Source: an optimization exercise on an open RTL-to-GDS flow (aim: small area, a short achievable clock period and few clock cycles per item). Production flows keep margins and buffers that such runs may drop. At most, simulation tests tie the RTL to the original design; equivalence was not proved. Only the layout flow was run in run 5; the RTL was not checked for function there. Power is estimated from default activity; no workload was simulated.

<file path="design/flow/design.v">
module comparison (
	input       iClk,
	input [7:0] iNum1,
	input [7:0] iNum2,
	output reg [7:0] oNum_Smaller,
	output reg [7:0] oNum_Greater
);
	always @(posedge iClk) begin
		if (iNum1 <= iNum2) begin
			oNum_Smaller <= iNum1;
			oNum_Greater <= iNum2;
		end else begin
			oNum_Smaller <= iNum2;
			oNum_Greater <= iNum1;
		end
	end
endmodule
module rank_order(
	input iClk,
	input iRst_n,
	input iValid,
	output oReady,
	input [3:0] iOrder,
	input [7:0] iNum1, iNum2, iNum3,
	input [7:0] iNum4, iNum5, iNum6,
	input [7:0] iNum7, iNum8, iNum9,
	output reg [7:0] oValue,
	output reg oValid
);
	assign oReady = 1'b1;
	wire [71:0] x = {iNum9, iNum8, iNum7, iNum6, iNum5, iNum4, iNum3, iNum2, iNum1};
	function ge8(input [7:0] a, input [7:0] b);
		reg cy; integer q;
		begin
			cy = 1'b1;
			for (q = 0; q < 8; q = q + 1) cy = (a[q] & ~b[q]) | (a[q] & cy) | (~b[q] & cy);
			ge8 = cy;
		end
	endfunction
	function [1:0] fa(input a, input b, input c);
		fa = {(a & b) | (a & c) | (b & c), a ^ b ^ c};
	endfunction
	function [3:0] pc8(input [7:0] v);
		reg [1:0] f0, f1, f2, f3, f4;
		reg h0c, h0s, h1c, h1s;
		begin
			f0 = fa(v[0], v[1], v[2]);
			f1 = fa(v[3], v[4], v[5]);
			h0s = v[6] ^ v[7]; h0c = v[6] & v[7];
			f2 = fa(f0[0], f1[0], h0s);
			f3 = fa(f0[1], f1[1], h0c);
			h1s = f3[0] ^ f2[1]; h1c = f3[0] & f2[1];
			f4 = {f3[1] & h1c, f3[1] ^ h1c};
			pc8 = {f4[1], f4[0], h1s, f2[0]};
		end
	endfunction
	wire [80:0] ge_d;
	reg  [80:0] ge_q;
	genvar gi, gj;
	generate
		for (gi = 0; gi < 9; gi = gi + 1) begin : row
			for (gj = 0; gj < gi; gj = gj + 1) begin : col
				assign ge_d[9*gi+gj] = ge8(x[8*gi +: 8], x[8*gj +: 8]);
				always @(posedge iClk) ge_q[9*gi+gj] <= ge_d[9*gi+gj];
			end
		end
	endgenerate
	reg [71:0] x_q;
	reg [3:0] ord_q;
	reg vld_q;
	always @(posedge iClk) begin
		if (!iRst_n) vld_q <= 1'b0;
		else vld_q <= iValid;
		x_q <= x;
		ord_q <= iOrder;
	end
	wire [3:0] km1 = ord_q - 4'd1;
	wire [8:0] sel;
	wire [71:0] pick;
	generate
		for (gi = 0; gi < 9; gi = gi + 1) begin : rank
			wire [7:0] c;
			for (gj = 0; gj < 9; gj = gj + 1) begin : cb
				if (gj < gi) begin : lo
					assign c[gj] = ge_q[9*gi+gj];
				end else if (gj > gi) begin : hi
					assign c[gj-1] = ~ge_q[9*gj+gi];
				end
			end
			assign sel[gi] = (pc8(c) == km1);
			assign pick[8*gi +: 8] = {8{sel[gi]}} & x_q[8*gi +: 8];
		end
	endgenerate
	wire [7:0] res = pick[7:0] | pick[15:8] | pick[23:16] | pick[31:24] | pick[39:32]
	               | pick[47:40] | pick[55:48] | pick[63:56] | pick[71:64];
	always @(posedge iClk) begin
		if (!iRst_n) oValid <= 1'b0;
		else oValid <= vld_q;
		oValue <= res;
	end
endmodule
</file>
<file path="design/flow/flow/run.sh">
#!/bin/bash
# Standard ORFS layout, with plain buffers on the ports and free cell swaps in repair.
set -euo pipefail
bash standard.sh "BUFFER_PORTS_ARGS=-buffer_cell sky130_fd_sc_hd__buf_2" MATCH_CELL_FOOTPRINT=0 finish > standard.log 2>&1
</file>
<file path="design/flow/standard.sh">
#!/bin/bash
# synth_recipe.tcl (not shown) runs the flow's synth.tcl, then flattens the netlist and writes it again
# the make line also repeats each setting of config.mk as NAME=value (left out here)
make -C /OpenROAD-flow-scripts/flow DESIGN_CONFIG=/design/flow/config.mk WORK_HOME=/design/flow/orfs CLKGATE_MAP_FILE= SYNTH_SCRIPT=/design/flow/synth_recipe.tcl "${@:-finish}"
</file>
<file path="design/flow/config.mk">
export PLATFORM = sky130hd
export DESIGN_NAME = rank_order
export DESIGN_NICKNAME = rank_order
export VERILOG_FILES = /design/flow/design.v
export SDC_FILE = /design/flow/constraint.sdc
export NUM_CORES = 4
export LEC_CHECK = 0
export CAP_MARGIN = 20
export CORE_MARGIN = 2
export CORE_UTILIZATION = 40
export SLEW_MARGIN = 20
</file>
<file path="design/flow/constraint.sdc">
create_clock -name core_clock -period 5.0 [get_ports {iClk}]
set_input_delay 1.0000 -clock core_clock [delete_from_list [all_inputs] [get_ports {iClk}]]
set_output_delay 1.0000 -clock core_clock [all_outputs]
set_load 0.01 [all_outputs]
</file>
==> results of run 1 <==
-- Yosys cell counts, types with 8 or more instances --
| master | number |
|---|---|
| a21o_1 | 35 |
| a21oi_1 | 27 |
| a221o_1 | 27 |
| a221oi_1 | 40 |
| a222oi_1 | 38 |
| a22oi_1 | 13 |
| clkbuf_1 | 73 |
| dfxtp_1 | 122 |
| fa_1 | 36 |
| ha_1 | 28 |
| inv_1 | 166 |
| nand2_1 | 103 |
| nand2b_1 | 8 |
| nand3_1 | 8 |
| nand3b_1 | 8 |
| nand4_1 | 8 |
| nor2_1 | 89 |
| nor2b_1 | 30 |
| nor3_1 | 63 |
| nor4_1 | 39 |
| o21ai_0 | 40 |
| o22ai_1 | 29 |
| o31ai_1 | 37 |
| xnor2_1 | 10 |
| xor2_1 | 16 |
-- metrics by stage --
step                      cell area (um2)  total power, uW  setup slack (ps)  std cells
after floorplan                      9360             2510              2060       1177
after global placement               9830             3030              1240       1489
after detailed placement             9830             3060              1470       1489
after CTS                           10400             4270              1450       1521
after global routing                10400             4550              1240       1521
final                               10400             4280              1430       1522
-- where the power goes --
group,switching [uW],leakage (uW),internal (uW)
Sequential,63.1,0.00103,1080
Combinational,1160,0.00334,768
Clock,495,0.000280,708
-- logic make-up (layout without fill, tap and decap cells) --
logic type | count (synthesis) | in the layout | synth area share
xor gates and xnor gates | 37 | 37 | 0.0506
adders and majority gates | 71 | 71 | 0.122
and+or+nand+nor | 384 | 384 | 0.208
DFF | 122 | 122 | 0.261
buffers and inverters | 258 | 289 | 0.106
AOI/OAI and AO/OA | 304 | 304 | 0.252
other | 1 | 2 | 0.000400
-- worst max-delay path: stages (launching register included) --
cell and delay (ps):
dfxtp_1 310, inv_1 80, fa_1 450, fa_1 540, inv_1 50, ha_1 200
ha_1 290, xnor3_2 340, nand4_1 130, nor2_1 50, a2111oi_0 850, nand3_1 140
-- layout by cell type, fill, tap and decap left out, drive strengths merged, types with 35 or more instances in the layout --
cell and count:
o21ai 40, a222oi 38, inv 172, dfxtp 122
nor2 89, nor4 39, nor3 64, fa 36
nand2 103, a221oi 40, buf 87, o31ai 37
a21o 35
-- flip-flops by register name, indices dropped and copies added (netlist names) --
signal  count
ge_q       36
ord_q       4
oValid      1
oValue      8
vld_q       1
x_q        72
-- final timing paths --
path	start	endpoint	cells after the start
worst max-delay path	ge_q[9]	oValue[7]	11
worst min-delay path	vld_q	oValid	1
worst max register to register	ge_q[9]	oValue[7]	11
worst min register to register	vld_q	oValid	1
-- layout make-up --
cell class	instances	area [um2]
fill	2278	12400
tap	313	392
clock inverter	14	136
timing repair buffer	87	435
antenna	1	2.50
inverter	170	638
clock buffer	18	439
sequential	122	2440
multi-input combinational	797	5930
-- routing by layer --
| metal | track usage | vias to the layer above |
|---|---|---|
| met3 | 0.0540 | 69 |
| li1 | - | 4281 |
| met2 | 0.437 | 539 |
| met4 | 0.0821 | 0 |
| met1 | 0.399 | 4291 |
| met5 | 0 | - |
==> results.ini, run 1 <==
[sta]
holdWs_ps=432
tightest_slew_ps=1000
period_minus_slack_ps=3570
fin_crit_sh=0.714
max_freq_mhz=280
rsz0062_at_grt=false
clock_skew_ps=15.0
hold_viol_final=0
fin_tns_setup_ps=0
setup_violations=0
relSlewSlack=0.327
slew_violations=0

[global_route]
grt_pass1_vias=8324
grt_max_degree=23
gr-total-overflow=0
grt_pass1_wl_um=52000
antenna_found_initial=2
grt_util_all_layers=0.282

[finish]
post_route_cells_drive_above_1_share=0.113
fin_nets=1338
syn_to_final_growth_pct=11.2
utilization=0.457

[drt]
dr_wl_met2_um=15100
first_pass_iters=10
wl_met3_um=3180
dr.max_layer_used=met4
drt_iter0_drc=1277
wl_met1_um=15100
drt_wl_total_um=34400
via_per_inst=6.03
routedWlPerCell_um=22.6
via_count=9180
ant_nets=0
drc_errors=0

[clocking]
cts_max_level=4
cts-root-buf=clkbuf_16
numCtsBuffers=17
cts_buffer_depth=2
cts_hold_buf=0
clock_latency_ps=420
numClockSinks=122
cts_resized=0
cts_setup_buffers=0
cts_tree=done
clk_pin_slew_ps=60

[logic_synthesis]
netlist.area_leader.share=0.261
synth_cell_types=50
syn_area_um2=9360
synth_edf_count=0
yosysTopAreaCell=dfxtp_1
synthTopCellsByArea=dfxtp_1, fa_1, inv_1, nand2_1, a222oi_1
ys_ff_latch=122
ys_warn_count=1
async_reset_ff_frac=0
synth-main-ff-cell=dfxtp_1
avgSynthCellArea_um2=7.96
synth-seq-area-share=0.261
synth_cells=1177
syn_nets=1320

[power]
power_density_nw_per_um2=411
vdd_drop_max_mv=0.287
leakage_uw=0.00465

[setup_path]
critPathLaunchType=register
cp.required_ps=5270
cp-end-kind=register
critPathKind=register to register
rrSetupSlack_ps=1430
critPathMaxFanout=8
arrival_ps=3840

[floorplanning]
dieArea_um2=24700
rows=55
coreArea_um2=22800
io_pins=89
start_util=0.411
dieWidth_um=157
fp.dieH_um=157

[hold_path]
hp-class=register to register

[placement]
io_buffers=87
place_hpwl_um=26300
finalWeightedCongestion=0.958

[status]
status=finished clean

[flow_run]
drv_cap=0

Testbench counts, summed over its fixed seeds: cycles 9,616, items 9,600.
==> run 2, diff against run 1 <==
--- a/design/flow/design.v
+++ b/design/flow/design.v
@@ -42,5 +42,4 @@
 	endfunction
-	function [3:0] pc8(input [7:0] v);
-		reg [1:0] f0, f1, f2, f3, f4;
-		reg h0c, h0s, h1c, h1s;
+	function [2:0] pc7(input [6:0] v);
+		reg [1:0] f0, f1, f2, f3;
 		begin
@@ -48,8 +47,5 @@
 			f1 = fa(v[3], v[4], v[5]);
-			h0s = v[6] ^ v[7]; h0c = v[6] & v[7];
-			f2 = fa(f0[0], f1[0], h0s);
-			f3 = fa(f0[1], f1[1], h0c);
-			h1s = f3[0] ^ f2[1]; h1c = f3[0] & f2[1];
-			f4 = {f3[1] & h1c, f3[1] ^ h1c};
-			pc8 = {f4[1], f4[0], h1s, f2[0]};
+			f2 = fa(f0[0], f1[0], v[6]);    
+			f3 = fa(f0[1], f1[1], f2[1]);   
+			pc7 = {f3[1], f3[0], f2[0]};
 		end
@@ -77,2 +73,3 @@
 	wire [3:0] km1 = ord_q - 4'd1;
+	wire [3:0] km2 = ord_q - 4'd2;
 	wire [8:0] sel;
@@ -89,3 +86,4 @@
 			end
-			assign sel[gi] = (pc8(c) == km1);
+			wire [3:0] p = {1'b0, pc7(c[6:0])};
+			assign sel[gi] = c[7] ? (p == km2) : (p == km1);
 			assign pick[8*gi +: 8] = {8{sel[gi]}} & x_q[8*gi +: 8];
--- a/design/flow/config.mk
+++ b/design/flow/config.mk
@@ -10,2 +10,4 @@
 export CORE_UTILIZATION = 40
+export CTS_BUF_LIST = sky130_fd_sc_hd__clkbuf_4 sky130_fd_sc_hd__clkbuf_8
+export SETUP_SLACK_MARGIN = 2.2
 export SLEW_MARGIN = 20
==> run 2 against run 1 <==
Sequential share of layout area rose by 2.9 points. Power fell by 16%. Critical path depth rose by 1. Final cell count down 14%. Utilization is 0.42 points higher. Clock skew rose by 1.8 ps. Via count decreased by 7.6%. Sequential cell count is the same. Synthesized cell count shrank 15%. Largest cell class unchanged.
==> results.ini, run 2 <==
[status]
status=finished clean

[floorplanning]
fp.dieH_um=148
coreArea_um2=20200
start_util=0.407
dieWidth_um=148
dieArea_um2=21800
rows=52
io_pins=89

[sta]
period_minus_slack_ps=2950
tightest_slew_ps=757
holdWs_ps=446
slew_violations=0
max_freq_mhz=338
hold_viol_final=0
relSlewSlack=0.495
setup_violations=0
rsz0062_at_grt=true
fin_tns_setup_ps=0
clock_skew_ps=16.8
fin_crit_sh=0.591

[global_route]
grt_util_all_layers=0.287
antenna_found_initial=1
grt_pass1_wl_um=47100
gr-total-overflow=0
grt_pass1_vias=7695
grt_max_degree=25

[power]
p_switching_uw=1460
p_seq_frac=0.324
power_density_nw_per_um2=383
p_clk_frac=0.221
combPwrFrac=0.455
power.internal_uw=2110
switching_share=0.409
leakage_uw=0.00363
vdd_drop_max_mv=0.216
total_power_uw=3580

[placement]
place_hpwl_um=23000
finalWeightedCongestion=0.934
io_buffers=87

[finish]
multi_input_area_um2=5280
fin_nets=1150
final_cell_mix=o21ai_0, dfxtp_1, inv_1, buf_2, o22ai_1
n_fill_cell=2008
utilization=0.461
post_route_cells_drive_above_1_share=0.183
largest_reg_flops=72
biggestRegsByFlops=x_q: 72 flops, ge_q: 36 flops, oValue: 8 flops
regArea_um2=2460
layout_commonest_cell=o21ai_0
n_antenna_cell=0
largest-register=x_q
syn_to_final_growth_pct=13.3

[drt]
first_pass_iters=9
drc_errors=0
via_per_inst=6.45
routedWlPerCell_um=24.3
via_count=8482
ant_nets=0
drt_wl_total_um=31900
drt_iter0_drc=1298

[logic_synthesis]
synth-seq-area-share=0.296
avgSynthCellArea_um2=8.24
synthTopCellsByArea=dfxtp_1, o21ai_0, fa_1, a222oi_1, o22ai_1
synthMostInstantiatedCell=o21ai_0
synth_edf_count=0
synth_top_cells_by_count=o21ai_0, dfxtp_1, inv_1
ys_ff_latch=122
async_reset_ff_frac=0
syn_nets=1118
ys_warn_count=1
netlist.area_leader.share=0.296
synth_cell_types=53
synth_cells=1000
syn_area_um2=8240
yosysTopAreaCell=dfxtp_1
synth-main-ff-cell=dfxtp_1

[setup_path]
critPathMaxFanout=8
critical_path.top_delay_family=adder cells
cp-end-kind=register
slowest_stage=fa_1
cp.buffers_inverters=3
path_cells=fa_1 > inv_1 > fa_2 > inv_2 > fa_2 > xor2_1 > nor4_1 > a41oi_2 > buf_6 > o22ai_1 > a221oi_2 > nand4_1
crit_start=ge_q[38]
critPathKind=register to register
r2r_start=ge_q[38]
cp.required_ps=5380
critPathLaunchType=register
arrival_ps=3330
max_stage_delay_ps=530
cp_common_cell=fa_2

[hold_path]
hp-class=register to register
min_from=vld_q

[clocking]
cts_max_level=4
cts_buffer_depth=2
clk_pin_slew_ps=80
numCtsBuffers=17
cts-root-buf=clkbuf_8
cts_hold_buf=0
cts_tree=done
numClockSinks=122
clock_latency_ps=450

[flow_run]
drv_cap=0

## run 2: changes by cell type in the layout (fill, tap and decap cells not counted), sizes merged, moves of 36 or more
cell,change
o22ai,+47
nor2,-52
o21ai,+107
nor3,-60
inv,-73
maj3,+36
nand2,-47
## run 2: routing by layer
layer,GRT usage,wire length [um],vias up
met5,0,0,-
met4,0.117,1310,0
met3,0.0451,3290,77
met2,0.445,14400,585
met1,0.399,12900,4018
li1,-,-,3802
## run 2: layout make-up
| class | instances | share of cell area |
|---|---|---|
| inverters | 98 | 0.0394 |
| multi-input cells | 698 | 0.566 |
| flip-flops and latches | 122 | 0.263 |
| well taps | 270 | 0.0362 |
| repair buffers | 95 | 0.0570 |
| clock buffers | 18 | 0.0259 |
| clock inverters | 14 | 0.0123 |
## run 2: cells by family after synthesis
family / share of synthesized area
fa+ha+maj: 0.145
xor+xnor: 0.0433
mux: 0.00365
simple gates: 0.0791
buf+inv: 0.0855
other cells: 0.000455
flops: 0.296
compound gates: 0.347
## run 2: timing repair
action	in CTS	in global routing
buffers inserted	7	1
cloned	0	0
resized for setup	27	21
setup endpoints to repair	8	8
pin swaps	16	19
endpoints found under the hold margin	0	0
## run 2: final timing paths
path	endpoint	slack [ps]	cells past startpoint
worst max-delay path	oValue[4]	2050	12
worst min register to register	oValid	450	1
worst max register to register	oValue[4]	2050	12
worst min-delay path	oValid	450	1
## run 2: stage by stage
stage               instances  instance area [um2]  worst slack, ps
floorplan                1000                 8270             2190
global placement         1275                 8710             1790
detailed placement       1275                 8710             1690
CTS                      1314                 9270             2000
global route             1315                 9340             1940
finish                   1315                 9340             2050
## run 2: power by group through the flow
stage	clock [uW]	combinational, uW	sequential [uW]
2_1_floorplan	0	1030	1150
3_3_place_gp	0	1430	1180
3_5_place_dp	0	1440	1180
4_1_cts	796	1560	1160
5_1_grt	848	1760	1170
6_report	790	1630	1160
Testbench counts of run 2, summed over its fixed seeds: cycles 9,616, items 9,600.
==> run 3, diff against run 2 <==
==> design/flow/flow/run.sh (replaced) <==
#!/bin/bash
# Standard ORFS layout with three changes: no full/half adder cells in synthesis
# (ABC maps that logic itself), plain buffers on the ports, and free cell swaps
# in repair.
set -euo pipefail
bash standard.sh ADDER_MAP_FILE= "BUFFER_PORTS_ARGS=-buffer_cell sky130_fd_sc_hd__buf_2" MATCH_CELL_FOOTPRINT=0 finish > standard.log 2>&1
==> run 3 against run 2 <==
Clock power up 15%. Still clean on timing, DRC and antenna. Sequential power hardly changed. Area after synthesis is 15% higher. Largest power group unchanged. Highest routed layer is now met5. Worst setup slack improved by 150 ps. Hold slack worse by 12 ps. Routed wire length is 17% lower. Clock skew is 4.9 ps higher. Critical path type is now input port to register. Register-to-register slack improved by 230 ps.
==> results.ini, run 3 <==
[status]
status=finished clean

[drt]
first_pass_iters=5
wl_met1_um=11200
via_count=7845
wl_met3_um=982
dr_wl_met2_um=13300
routedWlPerCell_um=18.3
drt_iter0_drc=392
drt_wl_total_um=26400
via_per_inst=5.45
ant_nets=0
drc_errors=0
dr.max_layer_used=met5

[global_route]
grt_util_all_layers=0.218
grt_pass1_vias=7594
gr-total-overflow=0
grt_pass1_wl_um=42300
antenna_found_initial=1
grt_max_degree=31

[sta]
setup_violations=0
relSlewSlack=0.465
tightest_slew_ps=797
slew_violations=0
clock_skew_ps=21.6
fin_tns_setup_ps=0
fin_crit_sh=0.560
max_freq_mhz=357
hold_viol_final=0
rsz0062_at_grt=true
period_minus_slack_ps=2800

[logic_synthesis]
synthMostInstantiatedCell=maj3_2
ys_ff_latch=122
async_reset_ff_frac=0
syn_nets=1132
synth_compound_area_frac=0.173
synthTopCellsByArea=dfxtp_1, maj3_2, maj3_1, xnor2_1, a21o_1
synth_edf_count=0
syn_area_um2=9470
netlist.area_leader.share=0.258
synth-main-ff-cell=dfxtp_1
synth_top_family_by_area=adder cells
yosysTopAreaCell=dfxtp_1
synth_cells=1053
yosys.area_share.simple=0.152
ys_warn_count=1
synthXorXnorAreaFrac=0.101
synth_cell_types=78
synth-seq-area-share=0.258
synth_top_cells_by_count=maj3_2, dfxtp_1, inv_1
synthMuxAreaShare=0.0119
synthAdderAreaFrac=0.238
avgSynthCellArea_um2=8.99

[clocking]
numClockSinks=122
cts_tree=done
cts_max_level=4
clk_pin_slew_ps=90
cts-root-buf=clkbuf_8
numCtsBuffers=17
cts_buffer_depth=2
clock_latency_ps=460

[finish]
multi_input_area_um2=6660
layout_commonest_cell=maj3_2
n_fill_cell=2209
largest-register=x_q
regArea_um2=2480
syn_to_final_growth_pct=16.0
n_antenna_cell=0
post_route_cells_drive_above_1_share=0.360
fin_nets=1187
biggestRegsByFlops=x_q: 72 flops, ge_q: 36 flops, oValue: 8 flops
largest_reg_flops=72
final_cell_mix=maj3_2, dfxtp_1, buf_2
instances_no_fill=1440

[power]
vdd_drop_max_mv=0.175
power_density_nw_per_um2=327
leakage_uw=0.00436

[hold_path]
hp-class=register to register
holdPathStages=1

[setup_path]
cp-end-kind=register
cp.required_ps=5330
arrival_ps=3130
critPathLaunchType=input port
rr_worst_depth=8
critPathMaxFanout=8
critPathKind=input port to register

[floorplanning]
fp.dieH_um=158
coreArea_um2=23300
io_pins=89
rows=56
start_util=0.406
dieWidth_um=158
dieArea_um2=24900

[flow_run]
drv_cap=0

[placement]
io_buffers=87
place_hpwl_um=19800
place_inst=1388
finalWeightedCongestion=0.863

[run 3: per-stage QoR]
step / util / worst slack, ps / hold slack, ps / area [um2] / power (uW)
after floorplan: - / 1940 / 412 / 9620 / 2230
final: 0.471 / 2200 / 434 / 11000 / 3590
after CTS: 0.455 / 2170 / 436 / 10600 / 3530
after global routing: 0.471 / 2150 / 445 / 11000 / 3800
after detailed placement: 0.429 / 1630 / 420 / 10000 / 2560
after global placement: 0.429 / 1650 / 416 / 10000 / 2540
[run 3: power breakdown]
group          switching (uW)  total, uW  internal, uW
registers                 116       1190          1070
clock network             490        911           421
logic                     772       1490           720
[run 3: metal layers]
metal  vias up  global-route usage
met5         -                   0
met4         2              0.0874
met2       187               0.379
li1       3928                   -
met3        46              0.0337
met1      3682               0.268
[run 3: layout make-up]
type                    count  share of cell area
clock buffers              17              0.0213
clock inverters            15              0.0163
inverters                  70              0.0248
multi-input cells         787               0.606
flip-flops and latches    122               0.226
well taps                 319              0.0363
repair buffers            110              0.0698
[run 3: kinds of logic (layout without fill, tap and decap cells)]
logic type                 after synthesis  after routing
AOI/OAI and AO/OA                      235            235
xor gates and xnor gates                76             76
adders and majority gates              204            204
buffers and inverters                  144            212
DFF                                    122            122
muxes                                   11             11
other                                    1              1
and+or+nand+nor                        260            260
[run 3: worst paths after layout]
check	start	endpoint	slack [ps]
max	iNum9[0]	ge_q[76]	2200
min	vld_q	oValid	430
max reg2reg	ge_q[47]	oValue[0]	2280
min reg2reg	vld_q	oValid	430
[run 3: worst max-delay path: stages]
cell,delay (ps)
buf_12,100
nor2_4,200
a21o_1,150
a31oi_1,100
maj3_2,320
maj3_2,310
maj3_2,310
maj3_2,310
maj3_2,310
[run 3: timing repair]
action	4_1_cts	5_1_grt
resized for setup	51	68
gates cloned	0	0
buffers inserted	3	17
hold buffers	0	0
setup endpoints to repair	31	39
pin swaps	21	64
==> run 4, diff against run 3 <==
==> design/flow/flow/run.sh (replaced) <==
#!/bin/bash
# Standard ORFS layout (the standard.sh) with three changes:
#  - synthesis is the standard flow's own script, except that the final ABC mapping uses
#    flow/abc_delay.script (delay-targeted mapping) instead of ORFS's speed script;
#  - the port buffers are plain buf_2 cells;
#  - repair may swap cells across footprints.
set -euo pipefail
work=$(pwd)
export MY_ABC_SCRIPT=$work/flow/abc_delay.script
export FLOW_SYNTH_TCL=$work/synth_recipe.tcl
bash standard.sh "SYNTH_SCRIPT=$work/flow/synth.tcl" \
  "BUFFER_PORTS_ARGS=-buffer_cell sky130_fd_sc_hd__buf_2" MATCH_CELL_FOOTPRINT=0 \
  finish > standard.log 2>&1
==> design/flow/flow/abc_delay.script (new file) <==
strash
dch
map -D 1500
topo
buffer -c
upsize -c -D 1500
dnsize -c -D 1500
==> design/flow/flow/synth.tcl (new file) <==
# The standard flow's synthesis script, with the final ABC call pointed at our own ABC script.
proc abc {args} {
  set i [lsearch -exact $args -script]
  if {$i >= 0} { lset args [expr {$i + 1}] $::env(MY_ABC_SCRIPT) }
  yosys abc {*}$args
}
source $::env(FLOW_SYNTH_TCL)
==> run 4 against run 3 <==
Sequential cell count stayed put. Utilization rose by 0.20 points. Hold slack got worse by 19 ps. Highest routed layer is now met4.
==> results.ini, run 4 <==
[finish]
final_cell_mix=o22ai_1, a22oi_1, dfxtp_1
biggestRegsByFlops=x_q: 72 flops, ge_q: 36 flops, oValue: 8 flops
largest_reg_flops=72
syn_to_final_growth_pct=15.1
multi_input_area_um2=4390
n_fill_cell=1748
regArea_um2=2470
fin_nets=1057
post_route_cells_drive_above_1_share=0.215
largest-register=x_q
layout_commonest_cell=o22ai_1
n_antenna_cell=0

[logic_synthesis]
synth_edf_count=0
synthMostInstantiatedCell=o22ai_1
yosysTopAreaCell=dfxtp_1
synthTopCellsByArea=dfxtp_1, a22oi_1, o22ai_1, fa_1, inv_1
netlist.area_leader.share=0.329
avgSynthCellArea_um2=8.36
synth-main-ff-cell=dfxtp_1
syn_area_um2=7430
ys_warn_count=1
synth-seq-area-share=0.329
synth_cell_types=34
syn_nets=1007
async_reset_ff_frac=0
synth_top_cells_by_count=o22ai_1, dfxtp_1, a22oi_1
synth_cells=889
ys_ff_latch=122

[floorplanning]
io_pins=89
dieArea_um2=19700
rows=49
start_util=0.411
coreArea_um2=18100
fp.dieH_um=140
dieWidth_um=140

[power]
power_density_nw_per_um2=407
vdd_drop_max_mv=0.151
leakage_uw=0.00354

[setup_path]
cp-end-kind=register
critical_path.top_delay_family=adder cells
path_cells=inv_2 > fa_1 > inv_2 > fa_2 > inv_2 > fa_2 > xnor2_2 > nor4_4 > buf_4 > a22oi_2 > nand4_1 > a21oi_1 > nand4_1
critPathMaxFanout=2
arrival_ps=3280
max_stage_delay_ps=560
cp_common_cell=inv_2
slowest_stage=fa_1
cp.buffers_inverters=4
critPathLaunchType=register
critPathKind=register to register
cp.required_ps=5330

[clocking]
numClockSinks=122
cts_buffer_depth=2
cts_max_level=4
cts-root-buf=clkbuf_8
cts_tree=done
numCtsBuffers=17
clk_pin_slew_ps=80
clock_latency_ps=450

[global_route]
grt_util_all_layers=0.255
grt_max_degree=18
gr-total-overflow=0
use_met2=0.407
grt_pass1_vias=6836
antenna_found_initial=0
grtUsageMet3=0.0472
gr-max-usage-layer=met2
grt_use_met1=0.358
grt_pass1_wl_um=38400

[drt]
first_pass_iters=6
drt_iter0_drc=832
drt_wl_total_um=25800
ant_nets=0
via_count=7312
drc_errors=0
routedWlPerCell_um=21.8
via_per_inst=6.19

[sta]
tightest_slew_ps=577
period_minus_slack_ps=2960
relSlewSlack=0.615
max_freq_mhz=338
fin_tns_setup_ps=0
clock_skew_ps=10.1
slew_violations=0
holdWs_ps=415
fin_crit_sh=0.591
hold_viol_final=0
setup_violations=0
rsz0062_at_grt=true

[placement]
place_hpwl_um=19000
io_buffers=87
finalWeightedCongestion=0.867

[status]
status=finished clean

[hold_path]
hp-class=register to register

[flow_run]
drv_cap=0

## run 4: final cells by class
class	instances	area share
Inverter	120	0.0532
Multi-Input combinational cell	580	0.514
Timing Repair Buffer	98	0.0623
Tap cell	229	0.0335
Clock inverter	14	0.0190
Sequential cell	122	0.289
Clock buffer	18	0.0290
## run 4: through the flow
step	instances	utilization	cell area, um2	setup slack, ps	power (uW)
after floorplan	889	-	7430	2240	2050
after global placement	1138	0.436	7890	1940	2410
after global routing	1181	0.473	8550	1930	3690
after detailed placement	1138	0.436	7890	1860	2430
final	1181	0.473	8550	2040	3480
after CTS	1178	0.468	8460	2150	3410
## run 4: path summary, 6_finish.rpt
check | endpoint | start | slack (ps) | cells past startpoint
min | oValid | vld_q | 410 | 2
max | oValue[7] | ge_q[19] | 2040 | 13
min reg2reg | oValid | vld_q | 410 | 2
max reg2reg | oValue[7] | ge_q[19] | 2040 | 13
## run 4: report_power, final
part           switching, uW  internal [uW]  leakage [uW]
combinational            831            603       0.00230
sequential              67.9           1080       0.00103
clock                    430            468      0.000207
## run 4: per-layer routing
metal / part of all wire / vias to the layer above
met5: 0 / -
met4: 0.017 / 0
met3: 0.087 / 42
met2: 0.46 / 361
met1: 0.44 / 3490
li1: - / 3419
## run 4: timing repair
item	CTS	global route
pin swaps	18	21
endpoints found under the setup margin	8	8
hold buffers	0	0
buffers inserted	8	3
resized for setup	42	32
## run 4: tightest hold or removal path, delay by kind of cell, from the launching register on
family | cells | cell delay (ps)
flops | 1 | 300
buf+inv | 1 | 40
simple gates | 1 | 30
## run 4: cells by family (layout without fill, tap and decap cells)
logic type                 after synthesis  in the layout  share of synthesized area
xor gates and xnor gates                30             30                     0.0399
buffers and inverters                  187            250                     0.0957
DFF                                    122            122                      0.329
other                                    1              1                   0.000505
adders and majority gates               39             39                      0.102
and+or+nand+nor                         93             93                     0.0579
AOI/OAI and AO/OA                      417            417                      0.375
==> run 5, diff against run 4 <==
--- a/design/flow/design.v
+++ b/design/flow/design.v
@@ -42,10 +42,12 @@
 	endfunction
-	function [2:0] pc7(input [6:0] v);
-		reg [1:0] f0, f1, f2, f3;
+	function [4:0] oh4(input [3:0] v);
+		reg n0, x0, a0, n1, x1, a1;
 		begin
-			f0 = fa(v[0], v[1], v[2]);
-			f1 = fa(v[3], v[4], v[5]);
-			f2 = fa(f0[0], f1[0], v[6]);    
-			f3 = fa(f0[1], f1[1], f2[1]);   
-			pc7 = {f3[1], f3[0], f2[0]};
+			n0 = ~(v[0] | v[1]); a0 = v[0] & v[1]; x0 = v[0] ^ v[1];
+			n1 = ~(v[2] | v[3]); a1 = v[2] & v[3]; x1 = v[2] ^ v[3];
+			oh4[0] = n0 & n1;
+			oh4[1] = (x0 & n1) | (n0 & x1);
+			oh4[2] = (a0 & n1) | (x0 & x1) | (n0 & a1);
+			oh4[3] = (a0 & x1) | (x0 & a1);
+			oh4[4] = a0 & a1;
 		end
@@ -64,3 +66,3 @@
 	reg [71:0] x_q;
-	reg [3:0] ord_q;
+	reg [8:0] kh_q;    
 	reg vld_q;
@@ -70,6 +72,4 @@
 		x_q <= x;
-		ord_q <= iOrder;
+		kh_q <= 9'd1 << (iOrder - 4'd1);
 	end
-	wire [3:0] km1 = ord_q - 4'd1;
-	wire [3:0] km2 = ord_q - 4'd2;
 	wire [8:0] sel;
@@ -86,4 +86,11 @@
 			end
-			wire [3:0] p = {1'b0, pc7(c[6:0])};
-			assign sel[gi] = c[7] ? (p == km2) : (p == km1);
+			wire [1:0] f0 = fa(c[0], c[1], c[2]);
+			wire [1:0] f1 = fa(c[3], c[4], c[5]);
+			wire [4:0] ohu = oh4({c[7], c[6], f1[0], f0[0]});
+			wire [2:0] ohv = {f0[1] & f1[1], f0[1] ^ f1[1], ~(f0[1] | f1[1])};
+			wire [2:0] m;
+			for (gj = 0; gj < 3; gj = gj + 1) begin : mw
+				assign m[gj] = |(ohu & kh_q[2*gj +: 5]);
+			end
+			assign sel[gi] = |(ohv & m);
 			assign pick[8*gi +: 8] = {8{sel[gi]}} & x_q[8*gi +: 8];
==> run 5 against run 4 <==
Critical endpoint is now oValue[2]. Die area up 13%. Utilization increased by 0.069 points. Sequential power is essentially flat. Sequential cell count rose by 5. Area after synthesis is 13% higher. Hold slack lost 8.5 ps. Combinational power decreased by 8%.
==> results.ini, run 5 <==
[status]
status=finished clean

[logic_synthesis]
netlist.area_leader.share=0.303
synthTopCellsByArea=dfxtp_1, a22oi_1, o22ai_1, ha_1, inv_1
synth_top_cells_by_count=a22oi_1, o22ai_1, dfxtp_1, inv_1, nand2_1
ys_warn_count=1
syn_area_um2=8390
async_reset_ff_frac=0
synth_edf_count=0
synth-main-ff-cell=dfxtp_1
synthMostInstantiatedCell=a22oi_1
syn_nets=1225
synth-seq-area-share=0.303
synth_cell_types=21
synth_cells=1074
avgSynthCellArea_um2=7.81
ys_ff_latch=127
yosysTopAreaCell=dfxtp_1

[finish]
largest-register=x_q
utilization=0.474
final_cell_mix=o22ai_1, a22oi_1, inv_1
post_route_cells_drive_above_1_share=0.177
syn_to_final_growth_pct=15.3
layout_commonest_cell=o22ai_1
biggestRegsByFlops=x_q: 72 flops, ge_q: 36 flops, kh_q: 9 flops
largest_reg_flops=72
fin_nets=1251

[setup_path]
cp-end-kind=register
cp.required_ps=5320
rr_worst_depth=14
r2r_start=ge_q[19]
critPathKind=register to register
critPathMaxFanout=8
rrSetupSlack_ps=2290
r2r_end=oValue[2]
arrival_ps=3030
critPathLaunchType=register

[floorplanning]
coreArea_um2=20400
start_util=0.411
dieArea_um2=22100
rows=52
io_pins=89
dieWidth_um=149
fp.dieH_um=149

[sta]
hold_viol_final=0
fin_ws_ps=2290
tightest_slew_ps=1130
rsz0062_at_grt=false
fin_crit_sh=0.541
clock_skew_ps=17.3
max_freq_mhz=370
setup_violations=0
period_minus_slack_ps=2710
relSlewSlack=0.243
slew_violations=0
fin_tns_setup_ps=0

[power]
leakage_uw=0.00415
switching_share=0.377
power_density_nw_per_um2=356
p_seq_frac=0.344
p_clk_frac=0.274
power.internal_uw=2140
combPwrFrac=0.382
vdd_drop_max_mv=0.152
p_switching_uw=1300

[clocking]
cts-root-buf=clkbuf_8
cts_max_level=4
numClockSinks=127
cts_buffer_depth=2
numCtsBuffers=17
cts_hold_buf=0
clk_pin_slew_ps=80
cts_tree=done
cts_setup_buffers=0
clock_latency_ps=440

[drt]
drt_wl_total_um=31300
drc_errors=0
first_pass_iters=6
ant_nets=0
routedWlPerCell_um=22.6
via_per_inst=6.46
via_count=8936
drt_iter0_drc=981

[global_route]
grt_util_all_layers=0.277
antenna_found_initial=4
grt_pass1_vias=8188
grt_pass1_wl_um=46800
gr-total-overflow=0
grt_max_degree=28

[hold_path]
holdPathStages=2
hp-class=register to register
min_from=vld_q
worstHoldEndpoint=oValid

[placement]
io_buffers=87
place_hpwl_um=23100
finalWeightedCongestion=0.954
pre_cts_ws_ps=2070

[flow_run]
drv_cap=0

## run 5: cell count changes in the layout (fill, tap and decap cells not counted), moves of 17 or more
cell	delta
a22oi_2	+30
a32oi_1	+27
nand2_1	+41
ha_1	+43
inv_1	+26
nand3_1	+53
a22oi_1	+17
## run 5: final cells by class
type | instances | area [um2]
fillers | 2050 | 10800
diodes | 2 | 5.00
clock buffers | 20 | 275
well taps | 270 | 338
flip-flops and latches | 127 | 2550
repair buffers | 87 | 435
inverters | 132 | 495
clock inverters | 11 | 155
multi-input cells | 735 | 5420
## run 5: how the worst max path moves through the flow
stage               startpoint        end  cells past startpoint  slack [ps]
floorplan             ge_q[18]  oValue[0]                     14        2550
global placement      ge_q[72]  oValue[3]                     11        2080
detailed placement    ge_q[72]  oValue[7]                     11        2070
CTS                   ge_q[48]  oValue[7]                     12        2160
global route          ge_q[19]  oValue[2]                     14        2140
finish                ge_q[19]  oValue[2]                     14        2290
## run 5: metal layers
layer | GRT usage | part of all wire
met5 | 0 | 0.00086
met4 | 0.0857 | 0.021
met2 | 0.438 | 0.45
met1 | 0.383 | 0.43
met3 | 0.0557 | 0.092
## run 5: power groups by stage
stage          sequential [uW]  combinational, uW  clock, uW
2_1_floorplan             1180                790          0
6_report                  1180               1310        944
4_1_cts                   1180               1160        956
3_3_place_gp              1200               1130          0
3_5_place_dp              1200               1150          0
5_1_grt                   1190               1440        999
## run 5: critical path, cell delays in order, from the launching register on
cell,delay [ps]
dfxtp_1,310
inv_1,80
fa_2,590
inv_1,50
ha_2,200
a22oi_1,180
nand2_1,120
a22oi_2,140
nand3_1,120
a22oi_2,250
nand2_4,160
nand2_1,110
nand2_1,70
a21oi_2,100
nand4_1,90
## run 5: logic make-up (layout without fill, tap and decap cells)
group / after synthesis / in the layout / synth area share
AOI/OAI and AO/OA: 463 / 463 / 0.376
adders and majority gates: 72 / 72 / 0.123
buffers and inverters: 212 / 250 / 0.0953
and+or+nand+nor: 199 / 199 / 0.101
DFF: 127 / 127 / 0.303
other: 1 / 3 / 0.000447
## run 5: metrics by stage
| step | cell area (um2) | hold slack, ps | cells | power, uW |
|---|---|---|---|---|
| 5_1_grt | 9680 | 430 | 1384 | 3630 |
| 6_report | 9680 | 406 | 1384 | 3440 |
| 3_5_place_dp | 8860 | 401 | 1351 | 2350 |
| 3_3_place_gp | 8860 | 389 | 1351 | 2330 |
| 4_1_cts | 9310 | 410 | 1382 | 3290 |
| 2_1_floorplan | 8390 | 388 | 1074 | 1970 |
## run 5: timing repair
action,CTS,global route
hold endpoints to repair,0,0
resized for setup,10,79
endpoints found under the setup margin,8,8
pin swaps,2,41
==> run 6, diff against run 5 <==
==> design/flow/design.v (replaced) <==
module comparison (
	input       iClk,
	input [7:0] iNum1,
	input [7:0] iNum2,
	output reg [7:0] oNum_Smaller,
	output reg [7:0] oNum_Greater
);
	always @(posedge iClk) begin
		if (iNum1 <= iNum2) begin
			oNum_Smaller <= iNum1;
			oNum_Greater <= iNum2;
		end else begin
			oNum_Smaller <= iNum2;
			oNum_Greater <= iNum1;
		end
	end
endmodule
module rank_order(
	input iClk,
	input iRst_n,
	input iValid,
	output oReady,
	input [3:0] iOrder,
	input [7:0] iNum1, iNum2, iNum3,
	input [7:0] iNum4, iNum5, iNum6,
	input [7:0] iNum7, iNum8, iNum9,
	output reg [7:0] oValue,
	output reg oValid
);
	assign oReady = 1'b1;
	wire [71:0] x = {iNum9, iNum8, iNum7, iNum6, iNum5, iNum4, iNum3, iNum2, iNum1};
	function ge8(input [7:0] a, input [7:0] b);
		reg cy; integer q;
		begin
			cy = 1'b1;
			for (q = 0; q < 8; q = q + 1) cy = (a[q] & ~b[q]) | (a[q] & cy) | (~b[q] & cy);
			ge8 = cy;
		end
	endfunction
	function [1:0] fa(input a, input b, input c);
		fa = {(a & b) | (a & c) | (b & c), a ^ b ^ c};
	endfunction
	wire [80:0] ge;
	genvar gi, gj;
	generate
		for (gi = 0; gi < 9; gi = gi + 1) begin : cmp
			for (gj = 0; gj < gi; gj = gj + 1) begin : col
				assign ge[9*gi+gj] = ge8(x[8*gi +: 8], x[8*gj +: 8]);
			end
		end
	endgenerate
	reg [5:0] cs_q [0:8];
	generate
		for (gi = 0; gi < 9; gi = gi + 1) begin : row
			wire [7:0] c;
			for (gj = 0; gj < 9; gj = gj + 1) begin : cb
				if (gj < gi) begin : lo
					assign c[gj] = ge[9*gi+gj];
				end else if (gj > gi) begin : hi
					assign c[gj-1] = ~ge[9*gj+gi];
				end
			end
			wire [1:0] f0 = fa(c[0], c[1], c[2]);
			wire [1:0] f1 = fa(c[3], c[4], c[5]);
			always @(posedge iClk) cs_q[gi] <= {c[7], c[6], f1, f0};
		end
	endgenerate
	reg [71:0] x_q;
	reg [3:0] ord_q;
	reg vld_q;
	always @(posedge iClk) begin
		if (!iRst_n) vld_q <= 1'b0;
		else vld_q <= iValid;
		x_q <= x;
		ord_q <= iOrder;
	end
	wire [3:0] km1 = ord_q - 4'd1;
	wire [3:0] km2 = ord_q - 4'd2;
	wire [8:0] sel;
	wire [71:0] pick;
	generate
		for (gi = 0; gi < 9; gi = gi + 1) begin : rank
			wire [5:0] v = cs_q[gi];
			wire [1:0] f2 = fa(v[0], v[2], v[4]);
			wire [1:0] f3 = fa(v[1], v[3], f2[1]);
			wire [3:0] p = {1'b0, f3[1], f3[0], f2[0]};
			assign sel[gi] = v[5] ? (p == km2) : (p == km1);
			assign pick[8*gi +: 8] = {8{sel[gi]}} & x_q[8*gi +: 8];
		end
	endgenerate
	wire [7:0] res = pick[7:0] | pick[15:8] | pick[23:16] | pick[31:24] | pick[39:32]
	               | pick[47:40] | pick[55:48] | pick[63:56] | pick[71:64];
	always @(posedge iClk) begin
		if (!iRst_n) oValid <= 1'b0;
		else oValid <= vld_q;
		oValue <= res;
	end
endmodule
==> run 6 against run 5 <==
Utilization shrank 1.6 points. Sequential cell count increased by 13. Clock power fell by 4.9%. Sequential share of layout area rose by 5.1 points. Power up 4.8%. Count of clock-buffer cells in the layout down 3. Register-to-register slack better by 60 ps. Die area decreased by 5.0%. Critical path depth is 6 lower. Clock skew is 9.6 ps lower. First-iteration DRC count shrank 0.51%. Global-route usage is 1.6 points lower. Largest power group is now sequential cells. Highest routed layer is now met4.
==> results.ini, run 6 <==
[global_route]
grt_pass1_vias=7344
gr-total-overflow=0
grt_util_all_layers=0.261
antenna_found_initial=1
grt_max_degree=18
grt_pass1_wl_um=42600

[setup_path]
cp.required_ps=5330
critPathMaxFanout=10
critPathKind=input port to register
cp_common_cell=o221ai_1
path_cells=buf_2 > inv_1 > o221ai_1 > o221ai_1 > o221ai_1 > a21oi_1 > o22ai_1 > fa_1
critPathLaunchType=input port
rr_worst_depth=14
slowest_stage=fa_1
crit_start=iNum9[2]
cp-end-kind=register
r2r_start=ord_q[1]
arrival_ps=3130
max_stage_delay_ps=520

[logic_synthesis]
synth_top_cells_by_count=inv_1, o22ai_1, dfxtp_1
async_reset_ff_frac=0
ys_warn_count=2
synth_top_family_by_area=compound AO/OA/AOI/OAI gates
netlist.area_leader.share=0.352
synth_edf_count=0
synth-seq-area-share=0.352
synthMostInstantiatedCell=inv_1
synthAdderAreaFrac=0.0887
syn_area_um2=7960
yosys.area_share.simple=0.0434
synthMuxAreaShare=0.00126
ys_ff_latch=140
avgSynthCellArea_um2=8.41
synth-main-ff-cell=dfxtp_1
synth_compound_area_frac=0.363
yosysTopAreaCell=dfxtp_1
syn_nets=1064
synthXorXnorAreaFrac=0.0360
synth_cell_types=38
synthTopCellsByArea=dfxtp_1, o22ai_1, o221ai_1, inv_1, fa_1
synth_cells=946

[drt]
via_per_inst=6.21
ant_nets=0
routedWlPerCell_um=22.1
drc_errors=0
via_count=7864
drt_iter0_drc=976
first_pass_iters=8
drt_wl_total_um=28000

[floorplanning]
coreArea_um2=19500
rows=51
start_util=0.409
io_pins=89
dieArea_um2=21000
dieWidth_um=145
fp.dieH_um=145

[clocking]
cts-root-buf=clkbuf_8
cts_hold_buf=0
cts_buffer_depth=2
numCtsBuffers=17
clk_pin_slew_ps=80
cts_max_level=4
numClockSinks=140
cts_tree=done
clock_latency_ps=460

[power]
p_seq_frac=0.379
total_power_uw=3610
power_density_nw_per_um2=405
leakage_uw=0.00383
combPwrFrac=0.372
vdd_drop_max_mv=0.153
switching_share=0.375
p_clk_frac=0.249
p_switching_uw=1350
power.internal_uw=2250

[sta]
setup_violations=0
relSlewSlack=0.626
tightest_slew_ps=561
fin_crit_sh=0.561
hold_viol_final=0
slew_violations=0
fin_ws_ps=2190
max_freq_mhz=356
period_minus_slack_ps=2810
clock_skew_ps=7.68
rsz0062_at_grt=true
fin_tns_setup_ps=0

[placement]
pre_cts_ws_ps=1830
io_buffers=87
finalWeightedCongestion=0.950
place_hpwl_um=21500

[status]
status=finished clean

[finish]
largest_reg_flops=72
post_route_cells_drive_above_1_share=0.138
largest-register=x_q
syn_to_final_growth_pct=12.0
biggestRegsByFlops=x_q: 72 flops, cs_q: 54 flops, oValue: 8 flops
fin_nets=1106
final_cell_mix=inv_1, o22ai_1, dfxtp_1
layout_commonest_cell=inv_1

[hold_path]
holdPathStages=2
hp-class=register to register
min_from=vld_q

[flow_run]
drv_cap=0

[run 6: cell types whose count changed after synthesis, sizes merged, moves of 27 or more]
cell    delta
inv       +35
nand2     -77
nand3     -51
ha        -44
a32oi     -27
a22oi    -102
o221ai    +44
[run 6: power groups by stage]
stage	Combinational [uW]	Sequential, uW	Clock, uW
2_1_floorplan	880	1380	0
3_3_place_gp	1280	1390	0
3_5_place_dp	1290	1390	0
4_1_cts	1310	1370	906
5_1_grt	1480	1380	953
6_report	1340	1370	898
[run 6: logic make-up (layout without fill, tap and decap cells)]
logic type      count (synthesis)  in the layout
mux                             1              1
buf+inv                       239            293
fa+ha+maj                      39             39
compound gates                417            417
simple gates                   78             78
flops                         140            140
other cells                     1              2
xor+xnor                       31             31
[run 6: layout make-up]
class,count,area [um2]
fill,1936,10500
multi-input combinational,567,4270
sequential,140,2810
inverter,173,657
timing repair buffer,89,463
tap,265,332
clock buffer,17,234
clock inverter,14,146
antenna,1,2.50
[run 6: what timing repair did]
action,4_1_cts,5_1_grt
endpoints found under the setup margin,8,9
setup buffers,0,2
hold endpoints to repair,0,0
pin swaps,0,1
resized for setup,4,9
[run 6: worst paths after layout]
| check | endpoint | slack (ps) |
|---|---|---|
| worst max-delay path | cs_q[8][0] | 2190 |
| worst min-delay path | oValid | 410 |
| worst max register to register | oValue[3] | 2350 |
| worst min register to register | oValid | 410 |
[run 6: per-stage QoR]
step | hold WS [ps] | util | instance area, um2 | instances
2_1_floorplan | 388 | - | 7960 | 946
5_1_grt | 431 | 0.458 | 8910 | 1266
3_5_place_dp | 409 | 0.435 | 8460 | 1232
3_3_place_gp | 397 | 0.435 | 8460 | 1232
6_report | 412 | 0.458 | 8910 | 1266
4_1_cts | 421 | 0.455 | 8860 | 1263
[run 6: worst max-delay path: cells and delay by family]
family | cells | cell delay, ps
AOI/OAI and AO/OA | 5 | 1150
adders and majority gates | 1 | 520
buffers and inverters | 2 | 440
[run 6: metal layers]
metal	vias up	global-route usage	wire length (um)
met2	440	0.396	12300
met5	-	0	0
met3	43	0.0494	2450
li1	3592	-	-
met1	3789	0.376	12600
met4	0	0.0809	623
Testbench counts of run 6, summed over its fixed seeds: cycles 9,616, items 9,600.
==> run 7, diff against run 6 <==
--- a/design/flow/config.mk
+++ b/design/flow/config.mk
@@ -9,5 +9,5 @@
 export CORE_MARGIN = 2
-export CORE_UTILIZATION = 40
+export CORE_UTILIZATION = 55
 export CTS_BUF_LIST = sky130_fd_sc_hd__clkbuf_4 sky130_fd_sc_hd__clkbuf_8
-export SETUP_SLACK_MARGIN = 2.2
+export SETUP_SLACK_MARGIN = 2.6
 export SLEW_MARGIN = 20
==> run 7 against run 6 <==
Final cell count shrank 2.7%. Design area grew 16%. Sequential cell count unchanged. Count of clock-buffer cells in the layout did not move. Non-clock buffer count is 46 higher. Clock skew is 6.5 ps higher. Largest cell class unchanged.
==> results.ini, run 7 <==
[logic_synthesis]
syn_area_um2=7960
synth-main-ff-cell=dfxtp_1
avgSynthCellArea_um2=8.41
synth_edf_count=0
synthMostInstantiatedCell=inv_1
synth-seq-area-share=0.352
netlist.area_leader.share=0.352
synthTopCellsByArea=dfxtp_1, o22ai_1, o221ai_1, inv_1, fa_1
syn_nets=1064
synth_cells=946
async_reset_ff_frac=0
synth_cell_types=38
ys_warn_count=2
ys_ff_latch=140
yosysTopAreaCell=dfxtp_1
synth_top_cells_by_count=inv_1, o22ai_1, dfxtp_1

[floorplanning]
io_pins=89
dieArea_um2=15400
rows=43
dieWidth_um=124
coreArea_um2=14000
start_util=0.569
fp.dieH_um=124

[clocking]
cts_max_level=4
cts_tree=done
cts-root-buf=clkbuf_8
numCtsBuffers=17
clock_latency_ps=480
cts_buffer_depth=2
clk_pin_slew_ps=100
numClockSinks=140

[setup_path]
critPathLaunchType=register
cp-end-kind=register
rr_worst_depth=10
critPathKind=register to register
cp.required_ps=5350
arrival_ps=2860
rrSetupSlack_ps=2490
r2r_end=oValue[3]
r2r_start=cs_q[5][0]
critPathMaxFanout=4

[finish]
largest_reg_flops=72
fin_nets=1157
final_cell_mix=dfxtp_1, inv_1, o22ai_1
n_antenna_cell=0
post_route_cells_drive_above_1_share=0.362
syn_to_final_growth_pct=30.1
biggestRegsByFlops=x_q: 72 flops, cs_q: 54 flops, oValue: 8 flops
layout_commonest_cell=dfxtp_1
largest-register=x_q

[power]
total_power_uw=4150
vdd_drop_max_mv=0.258
power_density_nw_per_um2=401
leakage_uw=0.00424

[drt]
via_per_inst=7.11
drc_errors=0
via_count=8757
routedWlPerCell_um=25.9
drt_wl_total_um=31900
first_pass_iters=7
drt_iter0_drc=1535
ant_nets=0

[sta]
rsz0062_at_grt=true
period_minus_slack_ps=2510
hold_viol_final=0
fin_tns_setup_ps=0
tightest_slew_ps=518
setup_violations=0
fin_ws_ps=2490
clock_skew_ps=14.1
fin_crit_sh=0.502
max_freq_mhz=399
slew_violations=0
relSlewSlack=0.654

[global_route]
antenna_found_initial=0
use_met2=0.591
gr-max-usage-layer=met2
grt_pass1_wl_um=46600
grtUsageMet3=0.0859
grt_max_degree=18
grt_use_met1=0.542
grt_util_all_layers=0.386
grt_pass1_vias=8201
gr-total-overflow=0

[hold_path]
hp-class=register to register
worstHoldEndpoint=oValid
holdPathStages=2
min_from=vld_q

[placement]
place_hpwl_um=21700
io_buffers=87
pre_cts_ws_ps=1850
finalWeightedCongestion=0.953

[flow_run]
drv_cap=0

[status]
status=finished clean

-- run 7: through the flow --
stage                     utilization  std cells  instance area, um2  hold slack, ps
after floorplan                     -        946                8260             388
after global placement          0.606       1147                8480             396
after detailed placement        0.606       1147                8480             408
after CTS                       0.672       1199                9410             423
after global routing            0.740       1232               10400             432
final                           0.740       1232               10400             419
-- run 7: area by class of cell --
class	count	area [um2]
clock buffer	17	234
clock inverter	15	200
multi-input combinational	569	5160
inverter	173	741
timing repair inverter	3	22.5
timing repair buffer	135	950
sequential	140	2820
tap	180	225
fill	1033	3640
-- run 7: worst max path at each step --
stage	slack [ps]	from	to	cells past startpoint
floorplan	2510	iNum4[1]	cs_q[3][2]	10
global placement	1820	iNum7[2]	cs_q[3][2]	9
detailed placement	1850	iNum7[2]	cs_q[3][2]	9
CTS	2520	cs_q[4][4]	oValue[3]	9
global route	2420	cs_q[4][4]	oValue[3]	9
finish	2490	cs_q[5][0]	oValue[3]	10
-- run 7: report_power, final --
group          internal, uW  switching (uW)  leakage (uW)
sequential             1280            87.7       0.00118
clock                   431             559      0.000210
combinational           734            1060       0.00285
-- run 7: what timing repair did --
| action | in CTS | in global routing |
|---|---|---|
| gates resized for setup | 86 | 163 |
| cloned | 2 | 3 |
| pin swaps | 32 | 52 |
| hold buffers | 0 | 0 |
| endpoints found under the setup margin | 38 | 43 |
| buffers inserted | 18 | 30 |
-- run 7: cell families (layout without fill, tap and decap cells) --
family / count (synthesis) / after routing / share of synthesized area
other: 1 / 1 / 0.000471
AO/OA/AOI/OAI: 417 / 417 / 0.363
buffers and inverters: 239 / 343 / 0.115
flip-flops: 140 / 140 / 0.352
XOR/XNOR: 31 / 33 / 0.0360
adder cells (fa/ha/maj): 39 / 39 / 0.0887
AND/OR/NAND/NOR: 78 / 78 / 0.0434
multiplexers: 1 / 1 / 0.00126
-- run 7: critical path: stages (launching register included) --
cell,delay [ps]
dfxtp_2,350
fa_1,410
inv_1,70
fa_1,470
nor2_2,180
a2111oi_4,80
nand2_1,80
buf_4,150
clkinvlp_4,160
a221oi_2,300
o2111ai_1,140
-- run 7: metal layers --
| metal | share of wire | vias up |
|---|---|---|
| met5 | 0 | - |
| met4 | 0.035 | 0 |
| met3 | 0.13 | 136 |
| met2 | 0.44 | 756 |
| met1 | 0.40 | 4149 |
| li1 | - | 3716 |
==> run 8, diff against run 7 <==
--- a/design/flow/flow/run.sh
+++ b/design/flow/flow/run.sh
@@ -11,3 +11,3 @@
 bash standard.sh "SYNTH_SCRIPT=$work/flow/synth.tcl" \
-  "BUFFER_PORTS_ARGS=-buffer_cell sky130_fd_sc_hd__buf_2" MATCH_CELL_FOOTPRINT=0 \
+  "BUFFER_PORTS_ARGS=-buffer_cell sky130_fd_sc_hd__buf_1" MATCH_CELL_FOOTPRINT=0 \
   finish > standard.log 2>&1
--- a/design/flow/config.mk
+++ b/design/flow/config.mk
@@ -11,3 +11,3 @@
 export CTS_BUF_LIST = sky130_fd_sc_hd__clkbuf_4 sky130_fd_sc_hd__clkbuf_8
-export SETUP_SLACK_MARGIN = 2.6
+export SETUP_SLACK_MARGIN = 2.2
 export SLEW_MARGIN = 20
==> run 8 against run 7 <==
Still clean. Via count down 4.6%. Design area down 14%. Final cell count down 2.7%. Combinational power down 22%. Synthesized cell count unchanged. First-iteration DRC count up 0.33%.
==> results.ini, run 8 <==
[finish]
post_route_cells_drive_above_1_share=0.117
final_cell_mix=inv_1, o22ai_1, dfxtp_1
syn_to_final_growth_pct=12.3
instances_no_fill=1199
utilization=0.639
largest_reg_flops=72
biggestRegsByFlops=x_q: 72 flops, cs_q: 54 flops, oValue: 8 flops
n_fill_cell=1208
fin_nets=1124
layout_commonest_cell=inv_1
n_antenna_cell=0
largest-register=x_q

[logic_synthesis]
synthXorXnorAreaFrac=0.0360
ys_ff_latch=140
async_reset_ff_frac=0
syn_nets=1064
synth_cells=946
yosysTopAreaCell=dfxtp_1
yosys.area_share.simple=0.0434
synthAdderAreaFrac=0.0887
netlist.area_leader.share=0.352
synth-seq-area-share=0.352
synth-main-ff-cell=dfxtp_1
synth_cell_types=38
ys_warn_count=2
synth_compound_area_frac=0.363
synth_top_family_by_area=compound AO/OA/AOI/OAI gates
synthTopCellsByArea=dfxtp_1, o22ai_1, o221ai_1, inv_1, fa_1
avgSynthCellArea_um2=8.41
synth_edf_count=0
synth_top_cells_by_count=inv_1, o22ai_1, dfxtp_1
synthMostInstantiatedCell=inv_1
syn_area_um2=7960
synthMuxAreaShare=0.00126

[global_route]
grt_pass1_wl_um=43000
gr-total-overflow=0
antenna_found_initial=0
grt_util_all_layers=0.355
grt_pass1_vias=7687
grt_max_degree=18

[sta]
period_minus_slack_ps=2800
fin_crit_sh=0.559
relSlewSlack=0.339
fin_tns_setup_ps=0
setup_violations=0
slew_violations=0
fin_ws_ps=2200
hold_viol_final=0
tightest_slew_ps=991
rsz0062_at_grt=true
max_freq_mhz=358
clock_skew_ps=11.7

[clocking]
cts_max_level=4
cts-root-buf=clkbuf_8
numClockSinks=140
numCtsBuffers=17
clock_latency_ps=460
cts_buffer_depth=2
clk_pin_slew_ps=90
cts_tree=done

[hold_path]
holdPathStages=2
hp-class=register to register

[status]
status=finished clean

[drt]
via_per_inst=6.97
ant_nets=0
drc_errors=0
drt_wl_total_um=28300
routedWlPerCell_um=23.6
via_count=8352
drt_iter0_drc=1540
first_pass_iters=9

[floorplanning]
coreArea_um2=14000
io_pins=89
fp.dieH_um=124
start_util=0.569
dieArea_um2=15400
rows=43
dieWidth_um=124

[power]
power_density_nw_per_um2=403
vdd_drop_max_mv=0.209
leakage_uw=0.00375
total_power_uw=3600

[setup_path]
cp-end-kind=register
r2r_end=oValue[3]
rr_worst_depth=11
critPathKind=input port to register
critPathLaunchType=input port
rrSetupSlack_ps=2340
cp.required_ps=5330
critPathMaxFanout=11
crit_start=iNum6[2]
arrival_ps=3120
r2r_start=ord_q[1]
crit_path_end=cs_q[4][3]

[placement]
io_buffers=87
place_hpwl_um=21100
finalWeightedCongestion=0.979
pre_cts_ws_ps=1390
place_inst=1153

[flow_run]
drv_cap=0

==> run 8: cell counts after synthesis <==
No cell type changed its count.
==> run 8: per-layer routing <==
metal  track usage  routed length (um)  vias up
met3        0.0915                3760      100
met2         0.525               12000      706
met1         0.508               11800     3913
met4         0.111                 789        0
li1              -                   -     3633
met5             0                   0        -
==> run 8: cell type report <==
| class | instances | area (um2) | share of cell area |
|---|---|---|---|
| repair inverters | 1 | 5.00 | 0.000560 |
| repair buffers | 106 | 539 | 0.0603 |
| clock inverters | 15 | 128 | 0.0143 |
| well taps | 180 | 225 | 0.0252 |
| flip-flops and latches | 140 | 2810 | 0.314 |
| inverters | 173 | 679 | 0.0760 |
| multi-input cells | 567 | 4320 | 0.483 |
| clock buffers | 17 | 234 | 0.0262 |
==> run 8: through the flow <==
| step | hold WS, ps | cell area [um2] |
|---|---|---|
| after detailed placement | 397 | 8290 |
| after global placement | 396 | 8290 |
| after global routing | 438 | 8940 |
| final | 410 | 8940 |
| after CTS | 411 | 8710 |
| after floorplan | 388 | 7960 |
==> run 8: cell families after synthesis <==
kind of cell | after synthesis
AOI/OAI and AO/OA | 417
buffers and inverters | 239
DFF | 140
and+or+nand+nor | 78
adders and majority gates | 39
xor gates and xnor gates | 31
other | 1
muxes | 1
==> run 8: repair_timing <==
action	CTS	global route
pin swaps	1	1
hold buffers	0	0
setup buffers	3	10
cloned	0	1
resized for setup	17	52
endpoints found under the setup margin	29	38
==> run 8: worst min-delay path by stage <==
stage	startpoint	slack, ps	endpoint
floorplan	vld_q	390	oValid
global placement	vld_q	400	oValid
detailed placement	vld_q	400	oValid
CTS	vld_q	410	oValid
global route	vld_q	440	oValid
finish	vld_q	410	oValid
==> run 8: where the power goes <==
part / total (uW) / internal (uW) / switching (uW) / leakage, uW
Sequential: 1360 / 1280 / 83.2 / 0.00118
Combinational: 1390 / 538 / 851 / 0.00239
Clock: 850 / 358 / 492 / 0.000174
==> run 8: critical path: stages <==
cell	delay (ps)
clkbuf_2	210
inv_1	230
o221ai_1	270
o221ai_1	150
a21oi_1	230
a221oi_1	110
o22ai_1	320
inv_1	110
ha_1	190
a21oi_1	170
o21ai_0	130
==> run 9, diff against run 8 <==
--- a/design/flow/flow/run.sh
+++ b/design/flow/flow/run.sh
@@ -11,3 +11,3 @@
 bash standard.sh "SYNTH_SCRIPT=$work/flow/synth.tcl" \
-  "BUFFER_PORTS_ARGS=-buffer_cell sky130_fd_sc_hd__buf_1" MATCH_CELL_FOOTPRINT=0 \
+  "BUFFER_PORTS_ARGS=-buffer_cell sky130_fd_sc_hd__buf_2" MATCH_CELL_FOOTPRINT=0 \
   finish > standard.log 2>&1
--- a/design/flow/config.mk
+++ b/design/flow/config.mk
@@ -9,5 +9,7 @@
 export CORE_MARGIN = 2
-export CORE_UTILIZATION = 55
+export CORE_UTILIZATION = 40
 export CTS_BUF_LIST = sky130_fd_sc_hd__clkbuf_4 sky130_fd_sc_hd__clkbuf_8
-export SETUP_SLACK_MARGIN = 2.2
+export CTS_CLUSTER_DIAMETER = 60
+export CTS_CLUSTER_SIZE = 30
+export SETUP_SLACK_MARGIN = 2.0
 export SLEW_MARGIN = 20
==> run 9 against run 8 <==
Still clean. Fmax is 0.74% higher. Utilization down 18 points. Synthesized cell count is the same. Largest cell class unchanged. Highest routed layer unchanged.
==> results.ini, run 9 <==
[status]
status=finished clean

[sta]
rsz0062_at_grt=false
period_minus_slack_ps=2780
fin_ws_ps=2220
fin_crit_sh=0.555
fin_tns_setup_ps=0
slew_violations=0
tightest_slew_ps=921
clock_skew_ps=7.09
hold_viol_final=0
setup_violations=0
max_freq_mhz=360
relSlewSlack=0.383

[clocking]
cts_buffer_depth=2
numCtsBuffers=17
clock_latency_ps=460
cts-root-buf=clkbuf_8
cts_max_level=4
numClockSinks=140
clk_pin_slew_ps=80
cts_tree=done

[hold_path]
min_from=vld_q
holdPathStages=2
worstHoldEndpoint=oValid
hp-class=register to register

[floorplanning]
io_pins=89
rows=51
coreArea_um2=19500
start_util=0.409
dieWidth_um=145
fp.dieH_um=145
dieArea_um2=21000

[global_route]
grt_max_degree=18
gr-max-usage-layer=met2
grt_util_all_layers=0.261
gr-total-overflow=0
use_met2=0.395
grtUsageMet3=0.0494
grt_pass1_vias=7344
grt_pass1_wl_um=42600
antenna_found_initial=1
grt_use_met1=0.376

[logic_synthesis]
synth-seq-area-share=0.352
syn_area_um2=7960
synth-main-ff-cell=dfxtp_1
async_reset_ff_frac=0
ys_ff_latch=140
avgSynthCellArea_um2=8.41
syn_nets=1064
synth_cells=946
synthMostInstantiatedCell=inv_1
ys_warn_count=2
yosysTopAreaCell=dfxtp_1
netlist.area_leader.share=0.352
synth_edf_count=0
synth_top_cells_by_count=inv_1, o22ai_1, dfxtp_1
synthTopCellsByArea=dfxtp_1, o22ai_1, o221ai_1, inv_1, fa_1
synth_cell_types=38

[finish]
instances_no_fill=1265
largest_reg_flops=72
utilization=0.455
fin_nets=1105
final_cell_mix=inv_1, o22ai_1, dfxtp_1
syn_to_final_growth_pct=11.3
biggestRegsByFlops=x_q: 72 flops, cs_q: 54 flops, oValue: 8 flops
post_route_cells_drive_above_1_share=0.131
largest-register=x_q
finalInstanceArea_um2=8860
layout_commonest_cell=inv_1

[setup_path]
cp.required_ps=5400
cp.buffers_inverters=2
path_cells=clkinv_1 > ha_1 > o21ai_0 > nor2_1 > a2111oi_1 > nand2_1 > inv_1 > a21oi_1 > nand4_1
critical_path.top_delay_family=compound AO/OA/AOI/OAI gates
max_stage_delay_ps=510
cp-end-kind=register
r2r_end=oValue[0]
rrSetupSlack_ps=2220
arrival_ps=3170
slowest_stage=a2111oi_1
critPathMaxFanout=10
critPathKind=register to register
rr_worst_depth=9
critPathLaunchType=register
r2r_start=ord_q[1]

[drt]
drt_iter0_drc=984
drc_errors=0
via_count=7880
ant_nets=0
routedWlPerCell_um=22.1
first_pass_iters=6
drt_wl_total_um=27900
via_per_inst=6.23

[power]
leakage_uw=0.00382
power_density_nw_per_um2=404
vdd_drop_max_mv=0.153

[placement]
finalWeightedCongestion=0.950
place_hpwl_um=21500
post_dp_cell_area_um2=8460
pre_cts_ws_ps=1830
io_buffers=87
place_inst=1232

[flow_run]
drv_cap=0

[run 9: cell counts after synthesis]
No cell type changed its count.
[run 9: layout make-up]
type	instances	area (um2)
Sequential cell	140	2800
Timing Repair Buffer	88	443
Clock buffer	17	234
Multi-Input combinational cell	567	4250
Fill cell	1949	10600
Antenna cell	1	2.50
Tap cell	265	332
Inverter	173	649
Clock inverter	14	146
[run 9: worst max-delay path by stage]
stage	from	slack, ps	to	cells after the start
floorplan	iNum2[4]	2330	cs_q[1][2]	8
global placement	iNum9[2]	1810	cs_q[8][0]	8
detailed placement	iNum9[2]	1830	cs_q[8][0]	8
CTS	ord_q[1]	2160	oValue[2]	10
global route	ord_q[1]	2020	oValue[5]	10
finish	ord_q[1]	2220	oValue[0]	9
[run 9: where the power goes]
group	internal (uW)	total (uW)	leakage (uW)	switching, uW
Clock	441	896	0.000188	455
Combinational	516	1320	0.00245	800
Sequential	1280	1370	0.00118	83.6
[run 9: metrics by stage]
step           hold WS (ps)  total power [uW]
3_3_place_gp            397              2670
2_1_floorplan           388              2260
3_5_place_dp            409              2680
4_1_cts                 421              3570
6_report                412              3580
5_1_grt                 431              3780
[run 9: layer usage]
metal,share of wire,wire [um]
met3,0.091,2530
met1,0.45,12500
met4,0.023,634
met5,0,0
met2,0.44,12200
[run 9: what timing repair did]
| action | CTS | global route |
|---|---|---|
| setup buffers | 0 | 1 |
| hold buffers | 0 | 0 |
| resized for setup | 2 | 2 |
| setup endpoints to repair | 6 | 5 |
| cloned | 0 | 0 |
| pin swaps | 0 | 1 |
[run 9: kinds of logic after synthesis]
| group | Yosys count | share of synthesized area |
|---|---|---|
| AOI/OAI and AO/OA | 417 | 0.363 |
| xor gates and xnor gates | 31 | 0.0360 |
| adders and majority gates | 39 | 0.0887 |
| buffers and inverters | 239 | 0.115 |
| DFF | 140 | 0.352 |
| muxes | 1 | 0.00126 |
| other | 1 | 0.000471 |
| and+or+nand+nor | 78 | 0.0434 |
[run 9: worst min-delay path: cells and delay by family, from the launching register on]
family                 cells  cell delay (ps)
AND/OR/NAND/NOR            1               30
flip-flops                 1              300
buffers and inverters      1               40

## separate check: timing with driven ports
The flow's constraints put no driver on any port. The routed layouts listed below were extracted and timed again, unchanged, in two steps. Step 1: set_driving_cell puts a clkbuf_16 on iClk and a buf_2 on each other input, an assumption about the parent block. Step 2 adds t to the input delays and takes it off the output delays; t is the mean of the earliest and latest rising clock arrival at the registers after step 1. Input paths then give back, and output paths get back, about the clock's delay inside the block. Three values: ideal ports, drivers, drivers and shift; two values: the first two.
run	t, ns	setup WS [ns]	worst data-port slew with drivers (ns)
run 1	0.459	1.429 / 1.429 / 1.429	0.04
run 2	0.483	2.045 / 2.045 / 1.839	0.04
run 3	0.492	2.199 / 2.197 / 1.705	0.06
run 4	0.489	2.043 / 2.043 / 2.043	0.06
run 5	0.480	2.294 / 2.294 / 2.294	0.06
run 6	0.499	2.195 / 2.216 / 1.716	0.06
run 7	0.512	2.491 / 2.491 / 2.081	0.07
run 8	0.498	2.204 / 2.224 / 1.726	0.06
run 9	0.499	2.225 / 2.225 / 1.753	0.06
After both steps setup and hold are still met in every run listed. For run 3, which loses most, drivers alone change the setup slack by -0.002 ns; drivers and shift together by -0.494 ns.
